Background: an optimization exercise with open tools, aiming at small area. Do not read the settings as production practice. Only simulation tests tie the RTL to the original design; equivalence was not proved. Power figures rest on the tool's default switching activity, not on a simulated workload.

$ cat flow/design.v
module adas_top
(
    input clk,
    input rst_n,
    input timer_trick_i,
    input mode_i,
    input [1:0] redlight_i,
    input [1:0] crosswall_i,
    input [7:0] distance_lidar_i,
    input [7:0] distance_cam_i,
    input [7:0] speed_measured_i,
    input [7:0] following_distance_i,
    input [7:0] speed_i,
    output gas_o,
    output brake_o,
    output redlight_o,
    output crosswall_o,
    output [7:0] following_distance_o
);
reg        gas_r, brake_r;
reg [7:0]  tn_r;    
reg [8:0]  x_r;
reg [7:0]  y_r;
reg [1:0]  p_r;     
reg [7:0]  f_r;
assign gas_o = gas_r;
assign brake_o = brake_r;
assign following_distance_o = f_r;
assign redlight_o = redlight_i[0] & redlight_i[1];
assign crosswall_o = crosswall_i[0] & crosswall_i[1];
wire [5:0] bc;
wire [4:0] d;
assign bc[0] = 1'b1;
genvar k;
generate for (k = 0; k < 5; k = k + 1) begin : g_sub
    assign d[k] = distance_cam_i[k] ^ ~distance_lidar_i[k] ^ bc[k];
    assign bc[k+1] = (distance_cam_i[k] & ~distance_lidar_i[k]) |
                     (distance_cam_i[k] & bc[k]) | (~distance_lidar_i[k] & bc[k]);
end endgenerate
wire [2:0] ch = distance_cam_i[7:5];
wire [2:0] lh = distance_lidar_i[7:5];
wire [2:0] lh1 = {lh[2] ^ (lh[1] & lh[0]), lh[1] ^ lh[0], ~lh[0]};
wire       hi_zero = bc[5] ? (ch == lh) : (ch == lh1);
wire       far = ~hi_zero | (d[4] & (d[3] | (d[2] & (d[1] | d[0]))));
wire       bo = ~bc[5] & (lh == 3'b111);
wire [3:0] e = far ? 4'd0 : d[4:1];
wire [8:0] ac;
wire [7:0] as;
assign ac[0] = 1'b0;
generate for (k = 0; k < 8; k = k + 1) begin : g_fus
    if (k < 4) begin : g_fa
        assign as[k] = distance_lidar_i[k] ^ e[k] ^ ac[k];
        assign ac[k+1] = (distance_lidar_i[k] & e[k]) | (distance_lidar_i[k] & ac[k]) | (e[k] & ac[k]);
    end else begin : g_ha
        assign as[k] = distance_lidar_i[k] ^ ac[k];
        assign ac[k+1] = distance_lidar_i[k] & ac[k];
    end
end endgenerate
wire [7:0] a = {as[7] ^ (bo & ~far), as[6:0]};
wire [9:0] ps, s;
wire [9:0] pc, sc;
assign pc[0] = 1'b0;
assign sc[0] = 1'b0;
generate for (k = 0; k < 9; k = k + 1) begin : g_sum
    wire ak = (k < 8) ? a[k] : 1'b0;
    wire yk = (k < 8) ? y_r[k] : 1'b0;
    assign ps[k] = x_r[k] ^ ak ^ pc[k];
    assign pc[k+1] = (x_r[k] & ak) | (x_r[k] & pc[k]) | (ak & pc[k]);
    assign s[k] = ps[k] ^ yk ^ sc[k];
    assign sc[k+1] = (ps[k] & yk) | (ps[k] & sc[k]) | (yk & sc[k]);
end endgenerate
assign ps[9] = pc[9];
assign s[9] = ps[9] ^ sc[9];
wire [10:0] r1, r0;
wire [9:0]  qb;
assign r1[10] = 1'b0;
assign r0[10] = 1'b0;
generate for (k = 9; k >= 0; k = k - 1) begin : g_div
    assign qb[k] = r1[k+1] | (r0[k+1] & s[k]);
    assign r1[k] = (r0[k+1] & ~s[k]) | (r1[k+1] & s[k]);
    assign r0[k] = (~r1[k+1] & ~r0[k+1] & s[k]) | (r1[k+1] & ~s[k]);
end endgenerate
wire [7:0] q = qb[7:0];
function automatic cy8(input [7:0] x, input [7:0] y, input c0);
    integer j;
    reg c;
    begin
        c = c0;
        for (j = 0; j < 8; j = j + 1)
            c = (x[j] & y[j]) | (x[j] & c) | (y[j] & c);
        cy8 = c;
    end
endfunction
wire [7:0] fn = ~f_r;
wire v_gt_t = cy8(speed_measured_i, tn_r, 1'b0);
wire v_ge_t = cy8(speed_measured_i, tn_r, 1'b1);
wire u_gt_f = cy8(following_distance_i, fn, 1'b0);
wire u_ge_f = cy8(following_distance_i, fn, 1'b1);
always @(posedge clk) begin
    if (~rst_n) begin
        gas_r <= 1'b0;
        brake_r <= 1'b0;
    end else if (timer_trick_i) begin
        gas_r <= mode_i & ~v_gt_t & ~u_gt_f;
        brake_r <= mode_i & (v_ge_t | u_ge_f);
    end
end
always @(posedge clk) begin
    if (~rst_n)
        tn_r <= ~8'd100;
    else if (timer_trick_i && mode_i) begin
        case ({redlight_i, crosswall_i})
            4'b1100, 4'b1111: tn_r <= ~8'd0;
            4'b0011: tn_r <= ~8'd20;
            default: tn_r <= (speed_i == 8'd0) ? ~8'd100 : ~speed_i;
        endcase
    end
end
always @(posedge clk) begin
    if (~rst_n) begin
        x_r <= 9'd0;
        y_r <= 8'd0;
        p_r <= 2'd0;
        f_r <= 8'd0;
    end else if (timer_trick_i) begin
        p_r <= {p_r[0], ~p_r[1]};
        f_r <= q;
        case (p_r)
            2'b00: x_r <= {1'b0, a};
            2'b01: y_r <= a;
            2'b11: x_r <= ps[8:0];
            2'b10: begin x_r <= {1'b0, y_r}; y_r <= a; end
        endcase
    end
end
endmodule
$ cat flow/flow/run.sh
#!/bin/bash
# Standard synthesis, then an area re-mapping of its combinational logic
# (flip-flops untouched), then the standard layout with buf_1 port buffers.
set -euo pipefail
R=orfs/results/sky130hd/adas_top/base
bash standard.sh synth > 1_standard_synth.log 2>&1
cp $R/1_2_yosys.v 1_2_yosys.standard.v
bash flow/resynth.sh 1_2_yosys.standard.v 1_2_yosys.resynth.v resynth > 2_resynth.log 2>&1
python3 flow/checkregs.py 1_2_yosys.standard.v 1_2_yosys.resynth.v > 3_checkregs.log 2>&1
cp 1_2_yosys.resynth.v $R/1_2_yosys.v
rm -f $R/1_synth.odb $R/1_synth.sdc
export BUFFER_PORTS_ARGS="-buffer_cell sky130_fd_sc_hd__buf_1"
bash standard.sh > 4_standard_layout.log 2>&1
$ cat flow/flow/area0.abc
strash
&get -n
&deepsyn -T 15
&put
dch
amap -F 4 -A 10 -x
$ cat flow/flow/area1.abc
strash
&get -n
&deepsyn -T 30
&put
dc2
dch
amap -F 4 -A 10 -x
$ cat flow/flow/area2.abc
strash
&get -n
&deepsyn -T 20 -S 3
&put
dch
amap -F 4 -A 10 -x
$ cat flow/flow/area3.abc
strash
&get -n
&deepsyn -T 45 -S 1
&put
dc2
dch
amap -F 4 -A 10 -x
$ cat flow/flow/checkregs.py
# Check that both netlists hold the same flip-flop instances (name and cell type).
import re, sys
def regs(path):
    t = open(path).read()
    return sorted(re.findall(r'^\s*(sky130_fd_sc_hd__(?:df|sdf|edf|dl)\w*)\s+(\S+)\s*\(', t, re.M))
a, b = regs(sys.argv[1]), regs(sys.argv[2])
print(len(a), 'registers in standard,', len(b), 'after re-mapping')
if a != b:
    print('MISMATCH', set(a) ^ set(b))
    sys.exit(1)
print('registers match')
$ cat flow/flow/mkcomb.py
# Write a copy of the liberty file holding only its combinational cells.
import re, sys
t = open(sys.argv[1]).read()
i = t.index('cell (')
head = t[:i]
out = [head]
pat = re.compile(r'\n\s*cell\s*\(')
while True:
    m = pat.search(t, i - 1)
    if not m:
        break
    s = m.start()
    b = t.index('{', s)
    d = 1
    j = b + 1
    while d:
        c = t[j]
        if c == '{':
            d += 1
        elif c == '}':
            d -= 1
        j += 1
    cell = t[s:j]
    name = re.search(r'cell\s*\(\s*"?(\w+)', cell).group(1)
    # full adders stay cells of their own (the mapper cannot use two-output cells)
    if re.match(r'sky130_fd_sc_hd__fah?_', name):
        pass
    elif not re.search(r'\b(ff|latch|statetable)\s*\(', cell):
        out.append(cell)
    i = j
out.append('\n}\n')
open(sys.argv[2], 'w').write(''.join(out))
$ cat flow/flow/resynth.sh
#!/bin/bash
# Re-map the combinational logic of the standard synthesis netlist for area.
# The flip-flops and full adders stay the same instances (names, cell types,
# connections). Several ABC runs (different scripts) go in parallel and
# the smallest result is kept.
# usage: resynth.sh in.v out.v workdir
set -euo pipefail
IN=$(readlink -f $1); OUT=$(readlink -f $2); W=$3
LIB=$FLOW_HOME/platforms/sky130hd/lib/sky130_fd_sc_hd__tt_025C_1v80.lib
HERE=$(cd "$(dirname "$0")" && pwd)
mkdir -p $W
W=$(readlink -f $W)
python3 $HERE/mkcomb.py $LIB $W/comb.lib
for i in 0 1 2 3; do
  mkdir -p $W/r$i
  cp $HERE/area$i.abc $W/r$i/area.abc
  cat > $W/r$i/resynth.ys <<Y
read_liberty -lib $LIB
read_liberty -overwrite $W/comb.lib
read_verilog $IN
hierarchy -top $FLOW_TOP
flatten
opt_clean -purge
opt -fast
abc -liberty $LIB -dont_use *lpflow* -dont_use *probe* -dont_use *clkdly* -dont_use *dlygate* -script $W/r$i/area.abc
read_liberty -lib -overwrite $LIB
opt_clean -purge
hilomap -singleton -hicell sky130_fd_sc_hd__conb_1 HI -locell sky130_fd_sc_hd__conb_1 LO
insbuf -buf sky130_fd_sc_hd__buf_4 A X
splitnets
opt_clean -purge
check -assert -mapped
tee -o $W/r$i/stat.txt stat -liberty $LIB
write_verilog -noattr -nohex -nodec $W/r$i/out.v
Y
  (cd $W/r$i && yosys -s resynth.ys > yosys.log 2>&1) &
done
wait
best=""
bestarea=""
for i in 0 1 2 3; do
  a=$(grep "Chip area" $W/r$i/stat.txt | awk '{print $NF}')
  echo "run $i: area $a"
  if [[ -z "$best" ]] || python3 -c "import sys; sys.exit(0 if $a < $bestarea else 1)"; then
    best=$i; bestarea=$a
  fi
done
echo "kept run $best: area $bestarea"
cp $W/r$best/out.v $OUT
$ cat flow/standard.sh
#!/bin/bash
# synth_recipe.tcl (not shown) runs the flow's synth.tcl, then flattens the netlist and writes it again
# the make line also repeats each setting of config.mk as NAME=value (left out here)
make -C /OpenROAD-flow-scripts/flow DESIGN_CONFIG=/design/flow/config.mk WORK_HOME=/design/flow/orfs CLKGATE_MAP_FILE= SYNTH_SCRIPT=/design/flow/synth_recipe.tcl "${@:-finish}"
$ cat flow/config.mk
export PLATFORM = sky130hd
export DESIGN_NAME = adas_top
export DESIGN_NICKNAME = adas_top
export VERILOG_FILES = /design/flow/design.v
export SDC_FILE = /design/flow/constraint.sdc
export NUM_CORES = 4
export LEC_CHECK = 0
export CAP_MARGIN = 20
export CORE_MARGIN = 2
export CORE_UTILIZATION = 60
export CTS_BUF_LIST = sky130_fd_sc_hd__clkbuf_8
export CTS_CLUSTER_DIAMETER = 200
export CTS_CLUSTER_SIZE = 40
export SLEW_MARGIN = 20
$ cat flow/constraint.sdc
create_clock -name core_clock -period 15.0 [get_ports {clk}]
set_input_delay 3.0000 -clock core_clock [delete_from_list [all_inputs] [get_ports {clk}]]
set_output_delay 3.0000 -clock core_clock [all_outputs]
set_load 0.01 [all_outputs]
==> results of run 1 <==
==> tightest hold or removal path, delay by kind of cell (launching register included) <==
| family | cells | cell delay (ns) |
|---|---|---|
| AOI/OAI and AO/OA | 1 | 0.06 |
| buffers and inverters | 1 | 0.05 |
| DFF | 1 | 0.32 |
==> sequential cells by signal (all words and copies together), names as in the netlist <==
name     cells
tn_r         8
p_r          2
y_r          8
f_r          8
x_r          9
gas_r        1
brake_r      1
==> metrics by stage <==
stage                     cell area, µm²  instances  util (%)  hold WS [ns]  power [mW]
final                               2860        432      70.4         0.475       0.433
after floorplan                     2550        323         -         0.439       0.325
after detailed placement            2780        424      68.4         0.464       0.368
after CTS                           2860        432      70.4         0.476       0.434
after global placement              2780        424      68.4         0.448       0.360
after global routing                2860        432      70.4         0.486       0.479
==> cells in the final DEF (no fill, tap or decap), drive strengths merged, types with 2 or more instances in the layout <==
cell	instances
nor2b	4
nor2	41
nor4	2
o21ai	27
inv	3
nor3	8
a32o	2
nand2	19
a22oi	5
o221ai	7
o21a	5
clkbuf	5
a31oi	6
dfxtp	37
buf	59
o211ai	2
a21oi	14
clkinv	68
a21o	2
fa	22
o32ai	3
a221oi	10
o22ai	23
==> metal layers <==
layer  part of all wire, %  vias to the layer above
li1                      -                     1251
met1                    48                     1150
met2                    47                       48
met3                   4.1                        6
met4                  0.87                        0
met5                     0                        -
==> layout make-up <==
class                      instances  area (µm²)  share of cell area [%]
sequential                        37         741                    25.9
tap                               50        62.6                    2.19
timing repair buffer              59         221                    7.75
inverter                          68         255                    8.94
clock inverter                     3        11.3                   0.394
clock buffer                       5        68.8                    2.41
multi-input combinational        210        1500                    52.4
==> power breakdown <==
part	leakage [nW]	internal [mW]	total [mW]	switching, mW
Clock	0.0519	0.0310	0.0650	0.0340
Combinational	0.644	0.0928	0.245	0.152
Sequential	0.305	0.113	0.123	0.0100
Total	1.00	0.237	0.433	0.196
==> how the worst min path moves through the flow <==
stage          depth (start not counted)  slack, ns  endpoint
3_5_place_dp                           2       0.46   brake_r
2_1_floorplan                          2       0.44    p_r[1]
3_3_place_gp                           2       0.45    p_r[1]
5_1_grt                                2       0.49    p_r[1]
6_report                               2       0.48    p_r[1]
4_1_cts                                2       0.48    p_r[1]
==> impl_metrics.env, run 1 <==
export IMPL_status="finished clean"
export IMPL_io_buffers=59
export IMPL_rr_startpoint="x_r[1]"
export IMPL_setup_ws_ns=1.68
export IMPL_drt_iter0_drc=121
export IMPL_io_pins=60
export IMPL_cts_sinks=37
export IMPL_grt_pass1_vias=2317
export IMPL_htreeDepth=2
export IMPL_required_ns=15.22
export IMPL_cts_tree="built"
export IMPL_grt_ovfl_total=0
export IMPL_drtPass1Iterations=5
export IMPL_ir_drop_v=0.0000969
export IMPL_critical_path_buf_inv_count=10
export IMPL_r2r_cells=27
export IMPL_min_from="p_r[1]"
export IMPL_drive_above_1_share_pct=1.31
export IMPL_yosys_warnings=1
export IMPL_drc=0
export IMPL_routed_wl_mm=5.61
export IMPL_grt_use_met3_pct=4.22
export IMPL_area_growth_pct=11.9
export IMPL_cp_endpoint="f_r[0]"
export IMPL_diodes=0
export IMPL_clock_fmax_mhz=75.1
export IMPL_min_path_type="flip-flop to flip-flop"
export IMPL_coreArea_um2=4060
export IMPL_syn_num_nets=393
export IMPL_crit_path_frequent_cell="fa_1"
export IMPL_skew_ns=0.00623
export IMPL_nets=451
export IMPL_ctsRootBufferMaster="clkbuf_8"
export IMPL_cp_end_kind="flip-flop"
export IMPL_clkLatencyLatePin_ns=0.28
export IMPL_grt_busiest_layer="met2"
export IMPL_finalCritPeriodShare_pct=88.8
export IMPL_met2_usage_pct=40.9
export IMPL_gp_congestion=0.837
export IMPL_start_util_pct=62.9
export IMPL_vias=2455
export IMPL_routed_via_density=5.68
export IMPL_crit_family="adder cells"
export IMPL_start_kind="primary input"
export IMPL_drv_slew=0
export IMPL_setup_viol=0
export IMPL_ant_nets=0
export IMPL_rsz0062_at_grt="false"
export IMPL_row_count=23
export IMPL_track_usage_pct=24.7
export IMPL_ctsHoldBuffers=0
export IMPL_synth_area_um2=2550
export IMPL_max_stage_delay_ns=0.56
export IMPL_maxCapViolations=0
export IMPL_die_h_um=69.2
export IMPL_cts_buffer_depth=2
export IMPL_synth_cells=323
export IMPL_avgSynthCellArea_um2=7.90
export IMPL_finalCriticalPeriod_ns=13.32
export IMPL_rr_endpoint="f_r[0]"
export IMPL_setup_worst_path_start="distance_lidar_i[1]"
export IMPL_cellPowerDensity_nw_per_um2=152
export IMPL_arrival_ns=13.54
export IMPL_grt_max_degree=18
export IMPL_cts_buffers_inserted=5
export IMPL_grt_pass1_wl_mm=9.76
export IMPL_tightestPinTransition_ns=1.01
export IMPL_path_clk_slew_ns=0.07
export IMPL_cts_resized=0
export IMPL_cp_max_fo=4
export IMPL_r2r_slack_ns=7.76
export IMPL_p_leak_nw=1.00
export IMPL_crit_type="primary input to flip-flop"
export IMPL_relSlewSlack_pct=32.3
export IMPL_hold_viol=0
export IMPL_dp_slack_ns=1.43
export IMPL_tns_ns=0
export IMPL_dp_hpwl_mm=4.62
export IMPL_fillCellCount=365
export IMPL_wl_per_cell_um=13.0
export IMPL_die_width_um=69.2
export IMPL_post_cts_buffers=0
export IMPL_antenna_found_initial=0
export IMPL_cp_slowest_cell="fa_1"
export IMPL_worst_path_stages=45
export IMPL_fp_dieArea_um2=4790
export IMPL_gr_usage_met1_pct=33.9
==> run 2, diff against run 1 <==
--- a/flow/config.mk
+++ b/flow/config.mk
@@ -8,7 +8,5 @@
 export CAP_MARGIN = 20
 export CORE_MARGIN = 2
 export CORE_UTILIZATION = 60
-export CTS_BUF_LIST = sky130_fd_sc_hd__clkbuf_8
-export CTS_CLUSTER_DIAMETER = 200
-export CTS_CLUSTER_SIZE = 40
+export CTS_BUF_LIST = sky130_fd_sc_hd__clkbuf_4
 export SLEW_MARGIN = 20
==> impl_metrics.env, run 2 <==
export IMPL_start_kind="primary input"
export IMPL_arrival_ns=13.54
export IMPL_cp_max_fo=4
export IMPL_dp_slack_ns=1.43
export IMPL_ir_drop_v=0.0000937
export IMPL_fin_util_pct=69.9
export IMPL_drv_slew=0
export IMPL_cp_end_kind="flip-flop"
export IMPL_place_inst=424
export IMPL_fin_hold_ws_ns=0.481
export IMPL_avgSynthCellArea_um2=7.90
export IMPL_largest_reg_flops=9
export IMPL_post_cts_buffers=0
export IMPL_relSlewSlack_pct=33.0
export IMPL_antenna_found_initial=0
export IMPL_setup_ws_ns=1.73
export IMPL_fillCellCount=365
export IMPL_track_usage_pct=24.6
export IMPL_io_buffers=59
export IMPL_maxCapViolations=0
export IMPL_diodes=0
export IMPL_synth_area_um2=2550
export IMPL_yosys_warnings=1
export IMPL_setup_viol=0
export IMPL_vias=2442
export IMPL_drc=0
export IMPL_coreArea_um2=4060
export IMPL_cts_tree="built"
export IMPL_htreeDepth=2
export IMPL_power_mw=0.424
export IMPL_grt_ovfl_total=0
export IMPL_row_count=23
export IMPL_syn_num_nets=393
export IMPL_finalCritPeriodShare_pct=88.4
export IMPL_clock_fmax_mhz=75.4
export IMPL_die_width_um=69.2
export IMPL_io_pins=60
export IMPL_post_dp_cell_area_um2=2780
export IMPL_hold_viol=0
export IMPL_dp_hpwl_mm=4.62
export IMPL_crit_path_frequent_cell="fa_1"
export IMPL_min_path_type="flip-flop to flip-flop"
export IMPL_grt_pass1_vias=2316
export IMPL_cellPowerDensity_nw_per_um2=150
export IMPL_routed_wl_mm=5.62
export IMPL_gp_congestion=0.837
export IMPL_area_growth_pct=11.1
export IMPL_cts_sinks=37
export IMPL_crit_type="primary input to flip-flop"
export IMPL_synth_cells=323
export IMPL_skew_ns=0.00978
export IMPL_tns_ns=0
export IMPL_finalCriticalPeriod_ns=13.27
export IMPL_final_cell_mix="68 x clkinv_1, 59 x buf_1, 41 x nor2_1"
export IMPL_drtPass1Iterations=4
export IMPL_fin_cells=432
export IMPL_tightestPinTransition_ns=0.995
export IMPL_path_clk_slew_ns=0.11
export IMPL_grt_max_degree=18
export IMPL_cts_resized=0
export IMPL_nets=451
export IMPL_drt_iter0_drc=183
export IMPL_mostFrequentLayoutCell="clkinv_1"
export IMPL_routed_via_density=5.65
export IMPL_p_leak_nw=0.986
export IMPL_status="finished clean"
export IMPL_finish_instance_area_um2=2840
export IMPL_largest_register="x_r"
export IMPL_wl_per_cell_um=13.0
export IMPL_ctsRootBufferMaster="clkbuf_4"
export IMPL_cp_slowest_cell="fa_1"
export IMPL_drive_above_1_share_pct=2.09
export IMPL_die_h_um=69.2
export IMPL_cts_buffers_inserted=5
export IMPL_clkLatencyLatePin_ns=0.33
export IMPL_max_stage_delay_ns=0.56
export IMPL_start_util_pct=62.9
export IMPL_grt_pass1_wl_mm=9.78
export IMPL_fp_dieArea_um2=4790
export IMPL_ant_nets=0
export IMPL_cts_buffer_depth=2
export IMPL_required_ns=15.27
export IMPL_ctsHoldBuffers=0
export IMPL_rsz0062_at_grt="false"
[run 2: cell types whose count changed in the layout (fill, tap and decap cells not counted), sizes merged]
cell    before  now
inv          3    0
clkbuf       5    8
[run 2: where the power goes]
group          leakage [nW]  internal [mW]  switching [mW]
clock network        0.0368         0.0241          0.0320
registers             0.305          0.113          0.0100
logic                 0.644         0.0929           0.152
total                 0.986          0.230           0.194
[run 2: final timing paths]
| check | start | endpoint | slack [ns] | cells past startpoint |
|---|---|---|---|---|
| worst max-delay path | distance_lidar_i[1] | f_r[0] | 1.73 | 45 |
| worst min register to register | p_r[1] | p_r[1] | 0.48 | 2 |
| worst min-delay path | p_r[1] | p_r[1] | 0.48 | 2 |
| worst max register to register | x_r[1] | f_r[0] | 7.75 | 27 |
[run 2: critical path, delay by kind of cell]
| family | cells | cell delay [ns] |
|---|---|---|
| AO/OA/AOI/OAI | 12 | 2.74 |
| adder cells (fa/ha/maj) | 14 | 5.82 |
| buffers and inverters | 9 | 0.88 |
| AND/OR/NAND/NOR | 10 | 1.07 |
[run 2: layout make-up]
type	count	area, µm²	share of cell area (%)
Clock buffer	8	60.1	2.12
Multi-Input combinational cell	210	1500	52.8
Tap cell	50	62.6	2.21
Timing Repair Buffer	59	221	7.81
Sequential cell	37	741	26.1
Inverter	68	255	9.00
[run 2: metal layers]
| layer | GRT usage (%) | share of wire [%] | vias up |
|---|---|---|---|
| met4 | 5.01 | 0.82 | 0 |
| met2 | 40.9 | 47 | 47 |
| met3 | 3.92 | 3.6 | 7 |
| li1 | - | - | 1250 |
| met5 | 0 | 0 | - |
| met1 | 34.2 | 49 | 1138 |
==> run 3, diff against run 2 <==
--- a/flow/flow/run.sh
+++ b/flow/flow/run.sh
@@ -10,4 +10,5 @@
 cp 1_2_yosys.resynth.v $R/1_2_yosys.v
 rm -f $R/1_synth.odb $R/1_synth.sdc
 export BUFFER_PORTS_ARGS="-buffer_cell sky130_fd_sc_hd__buf_1"
+export CTS_ARGS="-sink_clustering_enable -repair_clock_nets -buf_list sky130_fd_sc_hd__clkbuf_4 -dont_use_dummy_load"
 bash standard.sh > 4_standard_layout.log 2>&1
--- a/flow/flow/resynth.sh
+++ b/flow/flow/resynth.sh
@@ -20,6 +20,7 @@
 read_verilog $IN
 hierarchy -top $FLOW_TOP
 flatten
+rename -hide w:*.*
 opt_clean -purge
 opt -fast
 abc -liberty $LIB -dont_use *lpflow* -dont_use *probe* -dont_use *clkdly* -dont_use *dlygate* -script $W/r$i/area.abc
==> impl_metrics.env, run 3 <==
export IMPL_antenna_found_initial=0
export IMPL_dp_hpwl_mm=4.53
export IMPL_maxCapViolations=0
export IMPL_grt_ovfl_total=0
export IMPL_hold_viol=0
export IMPL_cts_sinks=37
export IMPL_skew_ns=0.0111
export IMPL_avgSynthCellArea_um2=7.91
export IMPL_die_width_um=68.5
export IMPL_cellPowerDensity_nw_per_um2=145
export IMPL_vias=2357
export IMPL_synth_area_um2=2490
export IMPL_io_buffers=59
export IMPL_fillCellCount=355
export IMPL_crit_family="adder cells"
export IMPL_largest_register="x_r"
export IMPL_status="finished clean"
export IMPL_dp_slack_ns=1.63
export IMPL_grt_max_degree=18
export IMPL_setup_viol=0
export IMPL_fin_cells=429
export IMPL_grt_pass1_vias=2071
export IMPL_min_path_type="flip-flop to flip-flop"
export IMPL_fp_dieArea_um2=4690
export IMPL_drive_above_1_share_pct=1.32
export IMPL_row_count=23
export IMPL_relSlewSlack_pct=29.1
export IMPL_place_inst=424
export IMPL_required_ns=15.28
export IMPL_setup_ws_ns=2.01
export IMPL_largest_reg_flops=9
export IMPL_start_util_pct=62.3
export IMPL_regArea_um2=741
export IMPL_max_stage_delay_ns=0.56
export IMPL_min_from="p_r[1]"
export IMPL_rr_endpoint="f_r[0]"
export IMPL_ant_nets=0
export IMPL_crit_type="primary input to flip-flop"
export IMPL_finalCritPeriodShare_pct=86.6
export IMPL_synth_cells=315
export IMPL_drc=0
export IMPL_track_usage_pct=25.7
export IMPL_drtPass1Iterations=4
export IMPL_rsz0062_at_grt="false"
export IMPL_cp_slowest_cell="fa_1"
export IMPL_start_kind="primary input"
export IMPL_finish_instance_area_um2=2810
export IMPL_cts_buffers_inserted=5
export IMPL_cts_resized=0
export IMPL_final_cell_mix="68 x clkinv_1, 59 x buf_1, 41 x nor2_1"
export IMPL_drv_slew=0
export IMPL_path_clk_slew_ns=0.10
export IMPL_ctsHoldBuffers=0
export IMPL_r2r_slack_ns=7.93
export IMPL_cts_buffer_depth=2
export IMPL_die_h_um=68.5
export IMPL_routed_wl_mm=5.50
export IMPL_clkLatencyLatePin_ns=0.34
export IMPL_area_growth_pct=12.9
export IMPL_cp_max_fo=4
export IMPL_routed_via_density=5.49
export IMPL_gp_congestion=0.838
export IMPL_post_cts_buffers=0
export IMPL_grt_pass1_wl_mm=8.91
export IMPL_drt_iter0_drc=75
export IMPL_arrival_ns=13.27
export IMPL_cp_end_kind="flip-flop"
export IMPL_mostFrequentLayoutCell="clkinv_1"
export IMPL_clock_fmax_mhz=77.0
export IMPL_worstHoldEndpoint="p_r[1]"
export IMPL_tns_ns=0
export IMPL_fin_util_pct=70.3
export IMPL_crit_path_frequent_cell="fa_1"
export IMPL_post_dp_cell_area_um2=2780
export IMPL_ir_drop_v=0.0000768
export IMPL_cts_tree="built"
export IMPL_syn_num_nets=385
export IMPL_diodes=0
export IMPL_coreArea_um2=4000
export IMPL_p_leak_nw=0.972
export IMPL_io_pins=60
export IMPL_finalCriticalPeriod_ns=12.99
export IMPL_rr_startpoint="x_r[1]"
export IMPL_min_path_cells=2
export IMPL_wl_per_cell_um=12.8
export IMPL_r2r_cells=27
export IMPL_htreeDepth=2
export IMPL_ctsRootBufferMaster="clkbuf_4"
export IMPL_critical_path_buf_inv_count=10
export IMPL_yosys_warnings=1
export IMPL_tightestPinTransition_ns=1.06
export IMPL_nets=451
export IMPL_multi_input_area_um2=1500
-- run 3: worst max path at each step --
stage	slack [ns]	startpoint	endpoint	cells past startpoint
6_report	2.01	distance_lidar_i[1]	f_r[0]	45
5_1_grt	1.09	distance_lidar_i[1]	f_r[0]	45
4_1_cts	1.98	distance_lidar_i[1]	f_r[0]	45
3_5_place_dp	1.63	distance_lidar_i[1]	f_r[0]	45
3_3_place_gp	1.91	distance_lidar_i[1]	f_r[0]	43
2_1_floorplan	2.65	distance_lidar_i[1]	f_r[0]	44
-- run 3: routing by layer --
metal | vias up | GRT usage (%) | share of wire (%)
met3 | 2 | 6.41 | 4.3
met2 | 46 | 40.1 | 46
li1 | 1240 | - | -
met4 | 0 | 6.00 | 0.55
met1 | 1069 | 35.9 | 49
met5 | - | 0 | 0
-- run 3: power breakdown --
group / leakage [nW] / internal (mW) / total (mW) / switching (mW)
sequential: 0.305 / 0.113 / 0.123 / 0.0104
clock: 0.0230 / 0.0157 / 0.0453 / 0.0296
combinational: 0.644 / 0.0922 / 0.239 / 0.147
-- run 3: worst register-to-register path, stage by stage (launching register included) --
cell	delay [ns]
dfxtp_1	0.35
clkinv_1	0.09
fa_1	0.44
fa_1	0.39
fa_1	0.40
fa_1	0.41
fa_1	0.53
clkinv_1	0.09
fa_1	0.41
fa_1	0.39
fa_1	0.39
fa_1	0.56
clkinv_1	0.12
a22oi_1	0.26
o21ai_0	0.18
nor2_1	0.11
nor2_1	0.06
o21ai_0	0.16
nor2_1	0.05
a21oi_1	0.21
clkinv_1	0.15
a22oi_1	0.24
nor2_1	0.10
o31ai_1	0.36
nor2_1	0.06
a2111oi_0	0.31
a211oi_1	0.08
a21oi_1	0.14
-- run 3: layout make-up --
type / count / share of cell area, %
Clock buffer: 5 / 1.33
Tap cell: 50 / 2.22
Inverter: 68 / 9.07
Timing Repair Buffer: 59 / 7.87
Sequential cell: 37 / 26.3
Multi-Input combinational cell: 210 / 53.2
-- run 3: stage by stage --
stage          power [mW]  hold WS [ns]
6_report            0.407         0.473
5_1_grt             0.455         0.488
4_1_cts             0.409         0.474
3_5_place_dp        0.363         0.460
3_3_place_gp        0.359         0.460
2_1_floorplan       0.315         0.439
==> run 4, diff against run 3 <==
==> flow/flow/area0.abc (replaced) <==
strash
&get -n
&deepsyn -T 8 -S 0
&put
dch
amap -F 4 -A 10 -x
strash
&get -n
&deepsyn -T 8 -S 0
&put
dch
amap -F 4 -A 10 -x
strash
&get -n
&deepsyn -T 8 -S 0
&put
dch
amap -F 4 -A 10 -x
strash
&get -n
&deepsyn -T 8 -S 0
&put
dch
amap -F 4 -A 10 -x
strash
&get -n
&deepsyn -T 8 -S 0
&put
dch
amap -F 4 -A 10 -x
strash
&get -n
&deepsyn -T 8 -S 0
&put
dch
amap -F 4 -A 10 -x
==> flow/flow/area1.abc (replaced) <==
strash
&get -n
&deepsyn -T 8 -S 1
&put
dc2
dch
amap -F 4 -A 10 -x
strash
&get -n
&deepsyn -T 8 -S 1
&put
dc2
dch
amap -F 4 -A 10 -x
strash
&get -n
&deepsyn -T 8 -S 1
&put
dc2
dch
amap -F 4 -A 10 -x
strash
&get -n
&deepsyn -T 8 -S 1
&put
dc2
dch
amap -F 4 -A 10 -x
strash
&get -n
&deepsyn -T 8 -S 1
&put
dc2
dch
amap -F 4 -A 10 -x
strash
&get -n
&deepsyn -T 8 -S 1
&put
dc2
dch
amap -F 4 -A 10 -x
==> flow/flow/area2.abc (replaced) <==
strash
&get -n
&deepsyn -T 12 -S 2
&put
dch
amap -F 4 -A 10 -x
strash
&get -n
&deepsyn -T 12 -S 2
&put
dch
amap -F 4 -A 10 -x
strash
&get -n
&deepsyn -T 12 -S 2
&put
dch
amap -F 4 -A 10 -x
strash
&get -n
&deepsyn -T 12 -S 2
&put
dch
amap -F 4 -A 10 -x
==> flow/flow/area3.abc (replaced) <==
strash
&get -n
&deepsyn -T 6 -S 3
&put
dch
amap -F 4 -A 10 -x
strash
&get -n
&deepsyn -T 6 -S 3
&put
dch
amap -F 4 -A 10 -x
strash
&get -n
&deepsyn -T 6 -S 3
&put
dch
amap -F 4 -A 10 -x
strash
&get -n
&deepsyn -T 6 -S 3
&put
dch
amap -F 4 -A 10 -x
strash
&get -n
&deepsyn -T 6 -S 3
&put
dch
amap -F 4 -A 10 -x
strash
&get -n
&deepsyn -T 6 -S 3
&put
dch
amap -F 4 -A 10 -x
strash
&get -n
&deepsyn -T 6 -S 3
&put
dch
amap -F 4 -A 10 -x
strash
&get -n
&deepsyn -T 6 -S 3
&put
dch
amap -F 4 -A 10 -x
==> impl_metrics.env, run 4 <==
export IMPL_status="finished clean"
export IMPL_synth_area_um2=2460
export IMPL_switching_power_mw=0.147
export IMPL_start_kind="primary input"
export IMPL_vias=2365
export IMPL_drive_above_1_share_pct=1.89
export IMPL_dp_hpwl_mm=4.42
export IMPL_skew_ns=0.0274
export IMPL_max_stage_delay_ns=0.55
export IMPL_diodes=0
export IMPL_fp_dieArea_um2=4630
export IMPL_htreeDepth=2
export IMPL_clkLatencyLatePin_ns=0.35
export IMPL_finalCritPeriodShare_pct=86.6
export IMPL_min_path_type="flip-flop to flip-flop"
export IMPL_relSlewSlack_pct=42.4
export IMPL_drv_slew=0
export IMPL_grt_pass1_vias=2191
export IMPL_grt_use_met3_pct=5.43
export IMPL_largest_register="x_r"
export IMPL_path_clk_slew_ns=0.12
export IMPL_met2_usage_pct=45.5
export IMPL_switching_share_pct=43.3
export IMPL_cts_buffers_inserted=5
export IMPL_cp_slowest_cell="fa_1"
export IMPL_grt_ovfl_total=0
export IMPL_drtPass1Iterations=4
export IMPL_io_pins=60
export IMPL_syn_num_nets=376
export IMPL_p_leak_nw=0.957
export IMPL_routed_wl_mm=5.35
export IMPL_required_ns=15.24
export IMPL_clock_fmax_mhz=77.0
export IMPL_finish_instance_area_um2=2790
export IMPL_finalCriticalPeriod_ns=12.99
export IMPL_grt_pass1_wl_mm=8.90
export IMPL_ctsHoldBuffers=0
export IMPL_ir_drop_v=0.0000746
export IMPL_ant_nets=0
export IMPL_coreArea_um2=3970
export IMPL_cp_max_fo=4
export IMPL_rsz0062_at_grt="false"
export IMPL_tns_ns=0
export IMPL_setup_ws_ns=2.01
export IMPL_final_cell_mix="68 x clkinv_1, 59 x buf_1, 37 x dfxtp_1"
export IMPL_synth_cells=306
export IMPL_arrival_ns=13.23
export IMPL_p_int_mw=0.193
export IMPL_drt_iter0_drc=137
export IMPL_area_growth_pct=13.5
export IMPL_avgSynthCellArea_um2=8.03
export IMPL_gr_usage_met1_pct=30.5
export IMPL_ctsRootBufferMaster="clkbuf_4"
export IMPL_row_count=23
export IMPL_seq_power_share_pct=35.0
export IMPL_wl_per_cell_um=12.7
export IMPL_yosys_warnings=1
export IMPL_clockPowerShare_pct=13.6
export IMPL_setup_viol=0
export IMPL_dp_slack_ns=1.67
export IMPL_start_util_pct=61.9
export IMPL_track_usage_pct=25.5
export IMPL_die_h_um=68.0
export IMPL_cellPowerDensity_nw_per_um2=122
export IMPL_mostFrequentLayoutCell="clkinv_1"
export IMPL_cts_tree="built"
export IMPL_maxCapViolations=0
export IMPL_die_width_um=68.0
export IMPL_drc=0
export IMPL_fin_hold_ws_ns=0.480
export IMPL_cts_buffer_depth=2
export IMPL_combinationalPowerShare_pct=51.4
export IMPL_hold_viol=0
export IMPL_io_buffers=59
export IMPL_cp_end_kind="flip-flop"
export IMPL_grt_max_degree=16
export IMPL_largest_reg_flops=9
export IMPL_cts_sinks=37
export IMPL_post_dp_cell_area_um2=2740
export IMPL_post_cts_buffers=0
export IMPL_crit_type="primary input to flip-flop"
export IMPL_cts_resized=0
export IMPL_antenna_found_initial=0
export IMPL_grt_busiest_layer="met2"
export IMPL_gp_congestion=0.829
export IMPL_routed_via_density=5.63
export IMPL_nets=442
export IMPL_crit_path_frequent_cell="fa_1"
export IMPL_tightestPinTransition_ns=0.855
[run 4: metal layers]
layer	vias up	routed length, µm	part of all wire (%)
li1	1209	-	-
met1	1083	2280	43
met2	68	2640	49
met3	5	378	7.1
met4	0	51	0.95
met5	-	0	0
[run 4: area by class of cell]
cell class,count,area [µm²]
multi-input cells,201,1470
fillers,385,1180
flip-flops and latches,37,741
inverters,68,255
repair buffers,59,221
well taps,50,62.6
clock buffers,5,37.5
[run 4: per-stage QoR]
stage	cells	total power [mW]	utilization, %
finish	420	0.339	70.3
detailed placement	415	0.294	69.1
floorplan	306	0.254	-
global placement	415	0.289	69.1
global route	420	0.370	70.3
CTS	420	0.339	70.0
[run 4: final timing paths]
check | start | endpoint | slack (ns) | cells past startpoint
max | distance_lidar_i[0] | f_r[0] | 2.01 | 43
min | brake_r | brake_r | 0.48 | 2
min reg2reg | brake_r | brake_r | 0.48 | 2
max reg2reg | x_r[0] | f_r[0] | 7.93 | 26
[run 4: power groups by stage]
stage               sequential, mW  clock, mW  combinational (mW)
floorplan                    0.123          0               0.130
global placement             0.121          0               0.168
detailed placement           0.121          0               0.173
CTS                          0.119     0.0469               0.173
global route                 0.121     0.0508               0.199
finish                       0.119     0.0461               0.174
[run 4: critical path, delay by kind of cell]
family	cells	cell delay [ns]
buf+inv	10	1.06
fa+ha+maj	14	5.77
simple gates	6	0.88
compound gates	13	2.53
==> run 5, diff against run 4 <==
--- a/flow/design.v
+++ b/flow/design.v
@@ -21,7 +21,7 @@
 reg [7:0]  tn_r;    
 reg [8:0]  x_r;
 reg [7:0]  y_r;
-reg [1:0]  p_r;     
+reg [1:0]  p_r;
 reg [7:0]  f_r;
 assign gas_o = gas_r;
 assign brake_o = brake_r;
@@ -123,13 +123,13 @@
         p_r <= 2'd0;
         f_r <= 8'd0;
     end else if (timer_trick_i) begin
-        p_r <= {p_r[0], ~p_r[1]};
+        p_r <= {p_r[1] ^ p_r[0], ~p_r[0]};
         f_r <= q;
         case (p_r)
             2'b00: x_r <= {1'b0, a};
             2'b01: y_r <= a;
-            2'b11: x_r <= ps[8:0];
-            2'b10: begin x_r <= {1'b0, y_r}; y_r <= a; end
+            2'b10: x_r <= ps[8:0];
+            2'b11: begin x_r <= {1'b0, y_r}; y_r <= a; end
         endcase
     end
 end
--- a/flow/flow/run.sh
+++ b/flow/flow/run.sh
@@ -1,6 +1,7 @@
 #!/bin/bash
 # Standard synthesis, then an area re-mapping of its combinational logic
-# (flip-flops untouched), then the standard layout with buf_1 port buffers.
+# (flip-flops and full adders untouched), then the standard layout with buf_1
+# port buffers and a clock tree of clkbuf_4 without dummy loads.
 set -euo pipefail
 R=orfs/results/sky130hd/adas_top/base
 bash standard.sh synth > 1_standard_synth.log 2>&1
==> flow/flow/area4.abc (new file) <==
strash
&get -n
&deepsyn -T 8 -S 4
&put
dch
amap -F 4 -A 10 -x
strash
&get -n
&deepsyn -T 8 -S 4
&put
dch
amap -F 4 -A 10 -x
strash
&get -n
&deepsyn -T 8 -S 4
&put
dch
amap -F 4 -A 10 -x
strash
&get -n
&deepsyn -T 8 -S 4
&put
dch
amap -F 4 -A 10 -x
strash
&get -n
&deepsyn -T 8 -S 4
&put
dch
amap -F 4 -A 10 -x
strash
&get -n
&deepsyn -T 8 -S 4
&put
dch
amap -F 4 -A 10 -x
==> flow/flow/area5.abc (new file) <==
strash
&get -n
&deepsyn -T 8 -S 5
&put
dc2
dch
amap -F 4 -A 10 -x
strash
&get -n
&deepsyn -T 8 -S 5
&put
dc2
dch
amap -F 4 -A 10 -x
strash
&get -n
&deepsyn -T 8 -S 5
&put
dc2
dch
amap -F 4 -A 10 -x
strash
&get -n
&deepsyn -T 8 -S 5
&put
dc2
dch
amap -F 4 -A 10 -x
strash
&get -n
&deepsyn -T 8 -S 5
&put
dc2
dch
amap -F 4 -A 10 -x
strash
&get -n
&deepsyn -T 8 -S 5
&put
dc2
dch
amap -F 4 -A 10 -x
==> flow/flow/area6.abc (new file) <==
strash
&get -n
&deepsyn -T 10 -S 6
&put
dch
amap -F 4 -A 10 -x
strash
&get -n
&deepsyn -T 10 -S 6
&put
dch
amap -F 4 -A 10 -x
strash
&get -n
&deepsyn -T 10 -S 6
&put
dch
amap -F 4 -A 10 -x
strash
&get -n
&deepsyn -T 10 -S 6
&put
dch
amap -F 4 -A 10 -x
strash
&get -n
&deepsyn -T 10 -S 6
&put
dch
amap -F 4 -A 10 -x
==> flow/flow/area7.abc (new file) <==
strash
&get -n
&deepsyn -T 6 -S 7
&put
dc2
dch
amap -F 4 -A 10 -x
strash
&get -n
&deepsyn -T 6 -S 7
&put
dc2
dch
amap -F 4 -A 10 -x
strash
&get -n
&deepsyn -T 6 -S 7
&put
dc2
dch
amap -F 4 -A 10 -x
strash
&get -n
&deepsyn -T 6 -S 7
&put
dc2
dch
amap -F 4 -A 10 -x
strash
&get -n
&deepsyn -T 6 -S 7
&put
dc2
dch
amap -F 4 -A 10 -x
strash
&get -n
&deepsyn -T 6 -S 7
&put
dc2
dch
amap -F 4 -A 10 -x
strash
&get -n
&deepsyn -T 6 -S 7
&put
dc2
dch
amap -F 4 -A 10 -x
strash
&get -n
&deepsyn -T 6 -S 7
&put
dc2
dch
amap -F 4 -A 10 -x
--- a/flow/flow/resynth.sh
+++ b/flow/flow/resynth.sh
@@ -1,8 +1,8 @@
 #!/bin/bash
 # Re-map the combinational logic of the standard synthesis netlist for area.
 # The flip-flops and full adders stay the same instances (names, cell types,
-# connections). Several ABC runs (different scripts) go in parallel and
-# the smallest result is kept.
+# connections). Eight ABC runs (different scripts and seeds, four at a time)
+# are made and the smallest result is kept.
 # usage: resynth.sh in.v out.v workdir
 set -euo pipefail
 IN=$(readlink -f $1); OUT=$(readlink -f $2); W=$3
@@ -11,7 +11,8 @@
 mkdir -p $W
 W=$(readlink -f $W)
 python3 $HERE/mkcomb.py $LIB $W/comb.lib
-for i in 0 1 2 3; do
+for i in 0 1 2 3 4 5 6 7; do
+  [[ $i == 4 ]] && wait
   mkdir -p $W/r$i
   cp $HERE/area$i.abc $W/r$i/area.abc
   cat > $W/r$i/resynth.ys <<Y
@@ -39,7 +40,7 @@
 wait
 best=""
 bestarea=""
-for i in 0 1 2 3; do
+for i in 0 1 2 3 4 5 6 7; do
   a=$(grep "Chip area" $W/r$i/stat.txt | awk '{print $NF}')
   echo "run $i: area $a"
   if [[ -z "$best" ]] || python3 -c "import sys; sys.exit(0 if $a < $bestarea else 1)"; then
==> impl_metrics.env, run 5 <==
export IMPL_final_cell_mix="59 x clkinv_1, 59 x buf_1, 41 x nor2_1"
export IMPL_cp_end_kind="flip-flop"
export IMPL_nets=445
export IMPL_die_h_um=68.0
export IMPL_grt_pass1_wl_mm=8.72
export IMPL_arrival_ns=13.05
export IMPL_drc=0
export IMPL_cts_buffer_depth=2
export IMPL_finalCritPeriodShare_pct=85.1
export IMPL_io_buffers=59
export IMPL_die_width_um=68.0
export IMPL_skew_ns=0.0238
export IMPL_area_growth_pct=13.1
export IMPL_largest_reg_flops=9
export IMPL_ctsRootBufferMaster="clkbuf_4"
export IMPL_path_clk_slew_ns=0.11
export IMPL_tns_ns=0
export IMPL_fp_dieArea_um2=4620
export IMPL_gp_congestion=0.846
export IMPL_diodes=0
export IMPL_cts_buffers_inserted=5
export IMPL_cp_max_fo=4
export IMPL_status="finished clean"
export IMPL_min_path_type="flip-flop to flip-flop"
export IMPL_wl_per_cell_um=12.3
export IMPL_avgSynthCellArea_um2=7.94
export IMPL_drive_above_1_share_pct=1.34
export IMPL_ctsHoldBuffers=0
export IMPL_power_mw=0.363
export IMPL_finalCriticalPeriod_ns=12.77
export IMPL_ir_drop_v=0.000101
export IMPL_fillCellCount=357
export IMPL_drv_slew=0
export IMPL_synth_area_um2=2450
export IMPL_cts_sinks=37
export IMPL_relSlewSlack_pct=25.9
export IMPL_drt_iter0_drc=131
export IMPL_grt_ovfl_total=0
export IMPL_crit_path_frequent_cell="fa_1"
export IMPL_tightestPinTransition_ns=1.10
export IMPL_ant_nets=0
export IMPL_regArea_um2=741
export IMPL_yosys_warnings=1
export IMPL_syn_num_nets=379
export IMPL_rsz0062_at_grt="false"
export IMPL_multi_input_area_um2=1490
export IMPL_row_count=23
export IMPL_post_cts_buffers=0
export IMPL_cts_resized=0
export IMPL_setup_viol=0
export IMPL_grt_max_degree=12
export IMPL_clkLatencyLatePin_ns=0.36
export IMPL_maxCapViolations=0
export IMPL_start_util_pct=61.8
export IMPL_routed_via_density=5.54
export IMPL_cts_tree="built"
export IMPL_crit_type="primary input to flip-flop"
export IMPL_p_leak_nw=0.964
export IMPL_grt_pass1_vias=2112
export IMPL_cellPowerDensity_nw_per_um2=131
export IMPL_antenna_found_initial=0
export IMPL_hold_viol=0
export IMPL_track_usage_pct=25.1
export IMPL_max_stage_delay_ns=0.55
export IMPL_coreArea_um2=3970
export IMPL_dp_hpwl_mm=4.23
export IMPL_synth_cells=309
export IMPL_required_ns=15.28
export IMPL_routed_wl_mm=5.21
export IMPL_vias=2345
export IMPL_io_pins=60
export IMPL_largest_register="x_r"
export IMPL_htreeDepth=2
export IMPL_start_kind="primary input"
export IMPL_drtPass1Iterations=5
export IMPL_cp_slowest_cell="fa_1"
export IMPL_clock_fmax_mhz=78.3
-- run 5: critical path, delay by kind of cell --
family	cells	cell delay, ns
AO/OA/AOI/OAI	9	1.70
AND/OR/NAND/NOR	14	1.75
buffers and inverters	9	0.85
adder cells (fa/ha/maj)	14	5.72
-- run 5: per-layer routing --
| metal | wire length, µm | GRT usage (%) |
|---|---|---|
| met4 | 96 | 10.3 |
| met5 | 0 | 0 |
| met1 | 2390 | 31.2 |
| met3 | 239 | 3.95 |
| met2 | 2480 | 43.6 |
-- run 5: where the power goes --
part	internal, mW	switching [mW]	total, mW
logic	0.0760	0.119	0.195
clock network	0.0156	0.0315	0.0471
registers	0.112	0.00912	0.121
-- run 5: final cells by class --
class                      instances  share of cell area [%]
multi-input combinational        213                    53.8
sequential                        37                    26.7
timing repair buffer              59                    7.98
inverter                          59                    7.98
tap                               50                    2.25
clock buffer                       5                    1.35
-- run 5: metrics by stage --
stage	hold slack [ns]	instance area (µm²)	cells	worst slack [ns]	util (%)
2_1_floorplan	0.422	2450	309	2.69	-
3_3_place_gp	0.437	2740	418	2.06	69.0
3_5_place_dp	0.447	2740	418	1.85	69.0
4_1_cts	0.471	2780	423	2.21	69.9
5_1_grt	0.511	2780	423	1.26	69.9
6_report	0.470	2780	423	2.23	69.9
-- run 5: final timing paths --
kind | start | to | slack (ns) | cells after the start
worst max-delay path | distance_lidar_i[1] | f_r[0] | 2.23 | 46
worst min-delay path | gas_r | gas_r | 0.47 | 2
worst max register to register | x_r[1] | f_r[0] | 8.02 | 28
worst min register to register | gas_r | gas_r | 0.47 | 2
==> run 6, diff against run 5 <==
==> flow/flow/area0.abc (replaced) <==
strash
&get -n
&deepsyn -T 8 -S 0
&dc2
&put
dch
amap -F 4 -A 10 -x
mfs3 -ae
strash
&get -n
&deepsyn -T 8 -S 0
&dc2
&put
dch
amap -F 4 -A 10 -x
mfs3 -ae
strash
&get -n
&deepsyn -T 8 -S 0
&dc2
&put
dch
amap -F 4 -A 10 -x
mfs3 -ae
strash
&get -n
&deepsyn -T 8 -S 0
&dc2
&put
dch
amap -F 4 -A 10 -x
mfs3 -ae
strash
&get -n
&deepsyn -T 8 -S 0
&dc2
&put
dch
amap -F 4 -A 10 -x
mfs3 -ae
strash
&get -n
&deepsyn -T 8 -S 0
&dc2
&put
dch
amap -F 4 -A 10 -x
mfs3 -ae
==> flow/flow/area1.abc (replaced) <==
strash
&get -n
&deepsyn -T 8 -S 1
&dc2
&put
dch
amap -F 4 -A 10 -x
strash
&get -n
&deepsyn -T 8 -S 1
&dc2
&put
dch
amap -F 4 -A 10 -x
strash
&get -n
&deepsyn -T 8 -S 1
&dc2
&put
dch
amap -F 4 -A 10 -x
strash
&get -n
&deepsyn -T 8 -S 1
&dc2
&put
dch
amap -F 4 -A 10 -x
strash
&get -n
&deepsyn -T 8 -S 1
&dc2
&put
dch
amap -F 4 -A 10 -x
strash
&get -n
&deepsyn -T 8 -S 1
&dc2
&put
dch
amap -F 4 -A 10 -x
==> flow/flow/area2.abc (replaced) <==
strash
&get -n
&deepsyn -T 12 -S 2
&dc2
&put
dch
amap -F 4 -A 10 -x
mfs3 -ae
strash
&get -n
&deepsyn -T 12 -S 2
&dc2
&put
dch
amap -F 4 -A 10 -x
mfs3 -ae
strash
&get -n
&deepsyn -T 12 -S 2
&dc2
&put
dch
amap -F 4 -A 10 -x
mfs3 -ae
strash
&get -n
&deepsyn -T 12 -S 2
&dc2
&put
dch
amap -F 4 -A 10 -x
mfs3 -ae
==> flow/flow/area3.abc (replaced) <==
strash
&get -n
&deepsyn -T 6 -S 3
&dc2
&put
dch
amap -F 4 -A 10 -x
strash
&get -n
&deepsyn -T 6 -S 3
&dc2
&put
dch
amap -F 4 -A 10 -x
strash
&get -n
&deepsyn -T 6 -S 3
&dc2
&put
dch
amap -F 4 -A 10 -x
strash
&get -n
&deepsyn -T 6 -S 3
&dc2
&put
dch
amap -F 4 -A 10 -x
strash
&get -n
&deepsyn -T 6 -S 3
&dc2
&put
dch
amap -F 4 -A 10 -x
strash
&get -n
&deepsyn -T 6 -S 3
&dc2
&put
dch
amap -F 4 -A 10 -x
strash
&get -n
&deepsyn -T 6 -S 3
&dc2
&put
dch
amap -F 4 -A 10 -x
strash
&get -n
&deepsyn -T 6 -S 3
&dc2
&put
dch
amap -F 4 -A 10 -x
==> flow/flow/area4.abc (replaced) <==
strash
&get -n
&deepsyn -T 8 -S 4
&dc2
&put
dch
amap -F 4 -A 10 -x
mfs3 -ae
strash
&get -n
&deepsyn -T 8 -S 4
&dc2
&put
dch
amap -F 4 -A 10 -x
mfs3 -ae
strash
&get -n
&deepsyn -T 8 -S 4
&dc2
&put
dch
amap -F 4 -A 10 -x
mfs3 -ae
strash
&get -n
&deepsyn -T 8 -S 4
&dc2
&put
dch
amap -F 4 -A 10 -x
mfs3 -ae
strash
&get -n
&deepsyn -T 8 -S 4
&dc2
&put
dch
amap -F 4 -A 10 -x
mfs3 -ae
strash
&get -n
&deepsyn -T 8 -S 4
&dc2
&put
dch
amap -F 4 -A 10 -x
mfs3 -ae
==> flow/flow/area5.abc (replaced) <==
strash
&get -n
&deepsyn -T 8 -S 5
&dc2
&put
dch
amap -F 4 -A 10 -x
strash
&get -n
&deepsyn -T 8 -S 5
&dc2
&put
dch
amap -F 4 -A 10 -x
strash
&get -n
&deepsyn -T 8 -S 5
&dc2
&put
dch
amap -F 4 -A 10 -x
strash
&get -n
&deepsyn -T 8 -S 5
&dc2
&put
dch
amap -F 4 -A 10 -x
strash
&get -n
&deepsyn -T 8 -S 5
&dc2
&put
dch
amap -F 4 -A 10 -x
strash
&get -n
&deepsyn -T 8 -S 5
&dc2
&put
dch
amap -F 4 -A 10 -x
==> flow/flow/area6.abc (replaced) <==
strash
&get -n
&deepsyn -T 10 -S 6
&dc2
&put
dch
amap -F 4 -A 10 -x
mfs3 -ae
strash
&get -n
&deepsyn -T 10 -S 6
&dc2
&put
dch
amap -F 4 -A 10 -x
mfs3 -ae
strash
&get -n
&deepsyn -T 10 -S 6
&dc2
&put
dch
amap -F 4 -A 10 -x
mfs3 -ae
strash
&get -n
&deepsyn -T 10 -S 6
&dc2
&put
dch
amap -F 4 -A 10 -x
mfs3 -ae
strash
&get -n
&deepsyn -T 10 -S 6
&dc2
&put
dch
amap -F 4 -A 10 -x
mfs3 -ae
==> flow/flow/area7.abc (replaced) <==
strash
&get -n
&deepsyn -T 6 -S 7
&dc2
&put
dch
amap -F 4 -A 10 -x
mfs3 -ae
strash
&get -n
&deepsyn -T 6 -S 7
&dc2
&put
dch
amap -F 4 -A 10 -x
mfs3 -ae
strash
&get -n
&deepsyn -T 6 -S 7
&dc2
&put
dch
amap -F 4 -A 10 -x
mfs3 -ae
strash
&get -n
&deepsyn -T 6 -S 7
&dc2
&put
dch
amap -F 4 -A 10 -x
mfs3 -ae
strash
&get -n
&deepsyn -T 6 -S 7
&dc2
&put
dch
amap -F 4 -A 10 -x
mfs3 -ae
strash
&get -n
&deepsyn -T 6 -S 7
&dc2
&put
dch
amap -F 4 -A 10 -x
mfs3 -ae
strash
&get -n
&deepsyn -T 6 -S 7
&dc2
&put
dch
amap -F 4 -A 10 -x
mfs3 -ae
strash
&get -n
&deepsyn -T 6 -S 7
&dc2
&put
dch
amap -F 4 -A 10 -x
mfs3 -ae
--- a/flow/flow/resynth.sh
+++ b/flow/flow/resynth.sh
@@ -2,7 +2,7 @@
 # Re-map the combinational logic of the standard synthesis netlist for area.
 # The flip-flops and full adders stay the same instances (names, cell types,
 # connections). Eight ABC runs (different scripts and seeds, four at a time)
-# are made and the smallest result is kept.
+# are made and the smallest result is kept; a run that fails is skipped.
 # usage: resynth.sh in.v out.v workdir
 set -euo pipefail
 IN=$(readlink -f $1); OUT=$(readlink -f $2); W=$3
@@ -35,12 +35,16 @@
 tee -o $W/r$i/stat.txt stat -liberty $LIB
 write_verilog -noattr -nohex -nodec $W/r$i/out.v
 Y
-  (cd $W/r$i && yosys -s resynth.ys > yosys.log 2>&1) &
+  (cd $W/r$i && yosys -s resynth.ys > yosys.log 2>&1 || echo "run $i failed") &
 done
 wait
 best=""
 bestarea=""
 for i in 0 1 2 3 4 5 6 7; do
+  if [[ ! -s $W/r$i/out.v ]]; then
+    echo "run $i: no result"
+    continue
+  fi
   a=$(grep "Chip area" $W/r$i/stat.txt | awk '{print $NF}')
   echo "run $i: area $a"
   if [[ -z "$best" ]] || python3 -c "import sys; sys.exit(0 if $a < $bestarea else 1)"; then
==> impl_metrics.env, run 6 <==
export IMPL_cts_resized=0
export IMPL_avgSynthCellArea_um2=8.04
export IMPL_maxCapViolations=0
export IMPL_largest_reg_flops=9
export IMPL_vias=2406
export IMPL_clkLatencyLatePin_ns=0.35
export IMPL_skew_ns=0.0178
export IMPL_worst_path_stages=47
export IMPL_drtPass1Iterations=5
export IMPL_setup_viol=0
export IMPL_crit_type="primary input to flip-flop"
export IMPL_largest_register="x_r"
export IMPL_grt_pass1_wl_mm=8.73
export IMPL_yosys_warnings=1
export IMPL_drc=0
export IMPL_post_dp_cell_area_um2=2730
export IMPL_cts_sinks=37
export IMPL_finalCritPeriodShare_pct=90.5
export IMPL_grt_ovfl_total=0
export IMPL_crit_family="adder cells"
export IMPL_fillCellCount=345
export IMPL_cts_buffers_inserted=5
export IMPL_post_cts_buffers=0
export IMPL_fp_dieArea_um2=4600
export IMPL_dp_hpwl_mm=4.48
export IMPL_row_count=23
export IMPL_relSlewSlack_pct=46.9
export IMPL_ctsHoldBuffers=0
export IMPL_die_h_um=67.8
export IMPL_syn_num_nets=374
export IMPL_tns_ns=0
export IMPL_nets=440
export IMPL_drt_iter0_drc=145
export IMPL_arrival_ns=13.83
export IMPL_status="finished clean"
export IMPL_area_growth_pct=13.2
export IMPL_finalCriticalPeriod_ns=13.57
export IMPL_r2r_slack_ns=7.40
export IMPL_grt_pass1_vias=2161
export IMPL_max_stage_delay_ns=0.55
export IMPL_gp_congestion=0.767
export IMPL_routed_via_density=5.76
export IMPL_diodes=0
export IMPL_min_path_type="flip-flop to flip-flop"
export IMPL_synth_cells=304
export IMPL_critical_path_buf_inv_count=8
export IMPL_path_clk_slew_ns=0.10
export IMPL_cts_tree="built"
export IMPL_drv_slew=0
export IMPL_die_width_um=67.8
export IMPL_cp_end_kind="flip-flop"
export IMPL_fin_util_pct=69.7
export IMPL_p_leak_nw=0.962
export IMPL_antenna_found_initial=0
export IMPL_finish_instance_area_um2=2770
export IMPL_cp_slowest_cell="fa_1"
export IMPL_start_util_pct=61.6
export IMPL_cellPowerDensity_nw_per_um2=144
export IMPL_crit_path_frequent_cell="fa_1"
export IMPL_track_usage_pct=25.5
export IMPL_required_ns=15.26
export IMPL_io_buffers=59
export IMPL_ctsRootBufferMaster="clkbuf_4"
export IMPL_min_path_cells=2
export IMPL_ant_nets=0
export IMPL_htreeDepth=2
export IMPL_wl_per_cell_um=13.0
export IMPL_cp_max_fo=4
export IMPL_routed_wl_mm=5.45
export IMPL_drive_above_1_share_pct=1.36
export IMPL_rsz0062_at_grt="false"
export IMPL_grt_max_degree=18
export IMPL_synth_area_um2=2440
export IMPL_clock_fmax_mhz=73.7
export IMPL_hold_viol=0
export IMPL_coreArea_um2=3970
export IMPL_r2r_cells=28
export IMPL_ir_drop_v=0.0000666
export IMPL_start_kind="primary input"
export IMPL_tightestPinTransition_ns=0.796
export IMPL_io_pins=60
export IMPL_cts_buffer_depth=2
export IMPL_final_cell_mix="59 x clkinv_1, 59 x buf_1, 37 x dfxtp_1"
run 6: through the flow:
step | power (mW) | instances | setup WS, ns | hold slack, ns
detailed placement | 0.353 | 413 | 1.08 | 0.466
global route | 0.439 | 418 | 0.497 | 0.496
finish | 0.398 | 418 | 1.43 | 0.480
CTS | 0.399 | 418 | 1.41 | 0.480
global placement | 0.343 | 413 | 1.41 | 0.457
floorplan | 0.301 | 304 | 2.38 | 0.456
run 6: cell type report:
cell class | instances | area, µm² | area share, %
multi-input cells | 208 | 1480 | 53.6
repair buffers | 59 | 221 | 8.01
well taps | 50 | 62.6 | 2.26
clock buffers | 5 | 37.5 | 1.36
flip-flops and latches | 37 | 741 | 26.8
inverters | 59 | 221 | 8.01
run 6: worst register-to-register path: cells and delay by family, from the launching register on:
kind	cells	cell delay, ns
simple gates	4	0.56
xor+xnor	1	0.18
compound gates	12	2.38
fa+ha+maj	9	3.80
buf+inv	2	0.26
flops	1	0.38
run 6: final timing paths:
check | startpoint | end
worst min-delay path | gas_r | gas_r
worst min register to register | gas_r | gas_r
worst max register to register | x_r[0] | f_r[0]
worst max-delay path | distance_lidar_i[0] | f_r[0]
run 6: metal layers:
| metal | share of wire [%] | GRT usage, % | routed length (µm) |
|---|---|---|---|
| met1 | 44 | 28.2 | 2380 |
| met2 | 50 | 47.8 | 2700 |
| met3 | 4.9 | 5.10 | 265 |
| met4 | 1.9 | 10.3 | 104 |
| met5 | 0 | 0 | 0 |
run 6: where the power goes:
| group | switching (mW) | internal [mW] |
|---|---|---|
| Sequential | 0.00890 | 0.112 |
| Combinational | 0.140 | 0.0908 |
| Clock | 0.0303 | 0.0157 |
| Total | 0.179 | 0.218 |

==> what the ideal ports hide <==
No port has a modelled driver above. Below, the same layouts with a new extraction and two added sets of constraints.
Step 1 (the two cells are an assumption about what drives the block):
set clk [get_ports {clk}]
set_driving_cell -lib_cell sky130_fd_sc_hd__clkbuf_16 $clk
set_driving_cell -lib_cell sky130_fd_sc_hd__buf_2 [delete_from_list [all_inputs] $clk]
Step 2 times the ports against the registers' clock, not the clock port: input delays grow and output delays shrink by t, the midpoint of the rising clock arrivals with the driver on.
Three values: ideal ports, drivers, drivers and shift; two values: the first two.
run	t (ns)	slack for setup (ns)	hold WS [ns]	latest minus earliest clock arrival (ns)
run 1	0.308	1.683 / 1.686 / 1.377	0.475 / 0.475 / 0.475	0.007 / 0.007
run 2	0.354	1.734 / 1.735 / 1.381	0.481 / 0.481 / 0.481	0.010 / 0.010
run 3	0.362	2.010 / 2.011 / 1.648	0.473 / 0.473 / 0.473	0.011 / 0.011
run 4	0.356	2.007 / 2.009 / 1.653	0.480 / 0.480 / 0.480	0.027 / 0.028
run 5	0.371	2.228 / 2.223 / 1.852	0.470 / 0.470 / 0.470	0.023 / 0.024
run 6	0.367	1.432 / 1.438 / 1.071	0.480 / 0.480 / 0.480	0.018 / 0.018
After both steps every run listed still meets setup and hold. The setup slack of run 5, which loses most, moves by -0.005 ns with the drivers and by -0.376 ns with both steps.
